What follows belongs to an exercise in optimizing a design on an open flow for small area and few clock cycles; a production flow would make more cautious choices. Function was checked by simulation only, so behaviour that the tests miss may differ from the original. The flow treats the clock pin as an ideal source, which a real chip does not have.

==> module icap_controller, before the edit <==
module icap_controller
	(
		ACLK,
		ARESETN,
		S_AXIS_TREADY,
		S_AXIS_TDATA,
		S_AXIS_TLAST,
		S_AXIS_TVALID,
		ICAP_CE_N,
		ICAP_I
	);
	input                                     ACLK;
	input                                     ARESETN;
	output                                    S_AXIS_TREADY;
	input      [255 : 0]                      S_AXIS_TDATA;
	input                                     S_AXIS_TLAST;
	input                                     S_AXIS_TVALID;
	output                                    ICAP_CE_N;
	output     [31 : 0]                       ICAP_I;
	localparam N = 13;		 
	localparam W = 257;		 
	reg  [W*N-1:0]   d;		 
	reg  [224:0]     hd;		 
	reg  [N-1:0]     v;		 
	reg              hv, hvn;	 
	reg  [2:0]       cnt;		 
	reg  [N-2:0]     ldn;		 
	reg              s_in, s_prev, s_self;	 
	wire [N-1:0] ld;		 
	assign ld[N-1] = ~v[N-1] | ~hv;
	genvar s;
	generate
		for (s = 0; s < N - 1; s = s + 1) begin : ldc
			assign ld[s] = ~v[s] | ld[s+1];
		end
	endgenerate
	wire acc = S_AXIS_TVALID & ld[0];
	wire [N-1:0] v_next;
	assign v_next[0] = ld[0] ? (acc & ~s_in) : v[0];
	generate
		for (s = 1; s < N - 1; s = s + 1) begin : vn
			assign v_next[s] = ld[s] ? v[s-1] : v[s];
		end
	endgenerate
	assign v_next[N-1] = s_self ? v[N-1] : (s_in ? acc : v[N-2]);
	wire hv_next = hv ? (cnt != 3'd6) : v[N-1];
	wire [N:0] r;			 
	assign r[N]   = ~hv_next;
	assign r[N-1] = ~v_next[N-1] | ~hv_next;
	generate
		for (s = 0; s < N - 1; s = s + 1) begin : rn
			assign r[s] = ~v_next[s] | r[s+1];
		end
	endgenerate
	wire e_next = ~|v_next[N-2:0];
	always @(posedge ACLK or negedge ARESETN)
		if (!ARESETN) begin
			v      <= {N{1'b0}};
			hv     <= 1'b0;
			hvn    <= 1'b1;
			ldn    <= {(N-1){1'b0}};
			s_in   <= 1'b1;
			s_prev <= 1'b0;
			s_self <= 1'b0;
		end else begin
			v      <= v_next;
			hv     <= hv_next;
			hvn    <= ~hv_next;
			ldn    <= ~r[N-2:0];
			s_in   <= r[N-1] & e_next;
			s_prev <= r[N-1] & ~e_next;
			s_self <= ~r[N-1];
		end
	wire [W-1:0] in_m = {1'b0, S_AXIS_TDATA};
	always @(posedge ACLK) begin
		d[0 +: W] <= ~((in_m | {W{ldn[0]}}) & (d[0 +: W] | {W{ld[0]}}));
	end
	generate
		for (s = 1; s < N - 1; s = s + 1) begin : st
			always @(posedge ACLK)
				d[s*W +: W] <= ~((d[(s-1)*W +: W] | {W{ldn[s]}}) & (d[s*W +: W] | {W{ld[s]}}));
		end
	endgenerate
	always @(posedge ACLK) begin
		d[(N-1)*W +: W] <= ~((in_m & {W{s_in}}) | (d[(N-2)*W +: W] & {W{s_prev}})
		                     | (d[(N-1)*W +: W] & {W{s_self}}));
		hd[191:0] <= ~((d[(N-1)*W + 32 +: 192] | {192{hv}}) & (hd[223:32] | {192{hvn}}));
		hd[223:192] <= ~d[(N-1)*W + 224 +: 32];
		hd[224] <= ~((d[(N-1)*W + 256] | hv) & (hd[224] | hvn));
		cnt <= hv ? cnt + 3'd1 : 3'd0;
	end
	wire [W-1:0] last = d[(N-1)*W +: W];
	wire [31:0] icap = ~((last[31:0] | {32{hv}}) & (hd[31:0] | {32{hvn}}));
	wire pol = ~((last[W-1] | hv) & (hd[224] | hvn));
	assign S_AXIS_TREADY = ld[0];
	assign ICAP_CE_N = ~(hv | v[N-1]);
	assign ICAP_I = icap ^ {32{pol}};
endmodule
clock: 6.0 ns
lec_check: 0
cap_margin: 20
core_margin: 2
core_utilization: 55
cts_buf_list: sky130_fd_sc_hd__clkbuf_16
cts_cluster_diameter: 100
cts_cluster_size: 30
setup_slack_margin: 0.3
slew_margin: 20
synth_memory_max_bits: 8192
standard.sh (not shown) runs the stock make flow with config.mk's settings and CLKGATE_MAP_FILE= SYNTH_SCRIPT=/design/flow/synth_recipe.tcl, a recipe that flattens the netlist after the stock synthesis.
==> flow/flow/run.sh <==
#!/bin/bash
# The standard layout (the standard.sh, standard synthesis included), with two changes:
# the port buffers are the smallest buffer cell, and clock tree synthesis adds no dummy loads.
# make's full output goes to flow_make.log in the work folder; ORFS keeps each step's log
# under orfs/logs/.
set -euo pipefail
export BUFFER_PORTS_ARGS="-buffer_cell sky130_fd_sc_hd__buf_1"
export CTS_ARGS="-sink_clustering_enable -repair_clock_nets -sink_clustering_size 30 -sink_clustering_max_diameter 100 -buf_list sky130_fd_sc_hd__clkbuf_16 -dont_use_dummy_load"
bash standard.sh finish > flow_make.log 2>&1
The baseline completed with no timing, DRC or antenna violations.
Testbench counts at the start, summed over its fixed seeds: cycles 2,568.
Then changed:
--- a/flow/design.v
+++ b/flow/design.v
@@ -56,18 +56,20 @@
 	always @(posedge ACLK or negedge ARESETN)
 		if (!ARESETN) begin
 			v      <= {N{1'b0}};
 			hv     <= 1'b0;
 			hvn    <= 1'b1;
+			cnt    <= 3'd0;
 			ldn    <= {(N-1){1'b0}};
 			s_in   <= 1'b1;
 			s_prev <= 1'b0;
 			s_self <= 1'b0;
 		end else begin
 			v      <= v_next;
 			hv     <= hv_next;
 			hvn    <= ~hv_next;
+			cnt    <= hv ? cnt + 3'd1 : 3'd0;
 			ldn    <= ~r[N-2:0];
 			s_in   <= r[N-1] & e_next;
 			s_prev <= r[N-1] & ~e_next;
 			s_self <= ~r[N-1];
 		end
@@ -85,11 +87,10 @@
 		d[(N-1)*W +: W] <= ~((in_m & {W{s_in}}) | (d[(N-2)*W +: W] & {W{s_prev}})
 		                     | (d[(N-1)*W +: W] & {W{s_self}}));
 		hd[191:0] <= ~((d[(N-1)*W + 32 +: 192] | {192{hv}}) & (hd[223:32] | {192{hvn}}));
 		hd[223:192] <= ~d[(N-1)*W + 224 +: 32];
 		hd[224] <= ~((d[(N-1)*W + 256] | hv) & (hd[224] | hvn));
-		cnt <= hv ? cnt + 3'd1 : 3'd0;
 	end
 	wire [W-1:0] last = d[(N-1)*W +: W];
 	wire [31:0] icap = ~((last[31:0] | {32{hv}}) & (hd[31:0] | {32{hvn}}));
 	wire pol = ~((last[W-1] | hv) & (hd[224] | hvn));
 	assign S_AXIS_TREADY = ld[0];
After rerunning: The new run produced a clean layout; area after synthesis stays flat; worst setup slack is worse by 260 ps; critical path depth does not change; routed wire length falls by 2.5%; synthesized cell count does not change; maximum frequency falls by 5.9%; via count falls by 1.1%; design area is about the same; global-route usage falls by 0.76 points; die area is about the same; cell count hardly moves; utilization stays flat.
Testbench counts after the change, summed over its fixed seeds: cycles 2,568.

## what the ideal ports hide
In the flow no input, the clock included, has a driving cell. The finished layouts below were timed again as built, in two steps.
Step 1: set_driving_cell puts a clkbuf_16 on ACLK and a buf_2 on each other input, an assumption about the parent block.
Step 2 moves the port delays by t, midway between the first and last clock arrival at a register: inputs arrive t later, outputs are due t later. That takes back most of the time a late clock gives input paths.
Three values: ideal, step 1, step 2; two values: the first two.
run	t (ns)	setup WS [ns]	hold slack, ns	worst register clock-pin slew, ns
the first run	0.912	1.812 / 1.724 / 2.294	0.371 / 0.305 / 0.387	0.12 / 0.12
the second run	0.898	1.549 / 1.459 / 1.637	0.381 / 0.381 / 0.381	0.12 / 0.12
After both steps setup and hold are still met in every run listed.
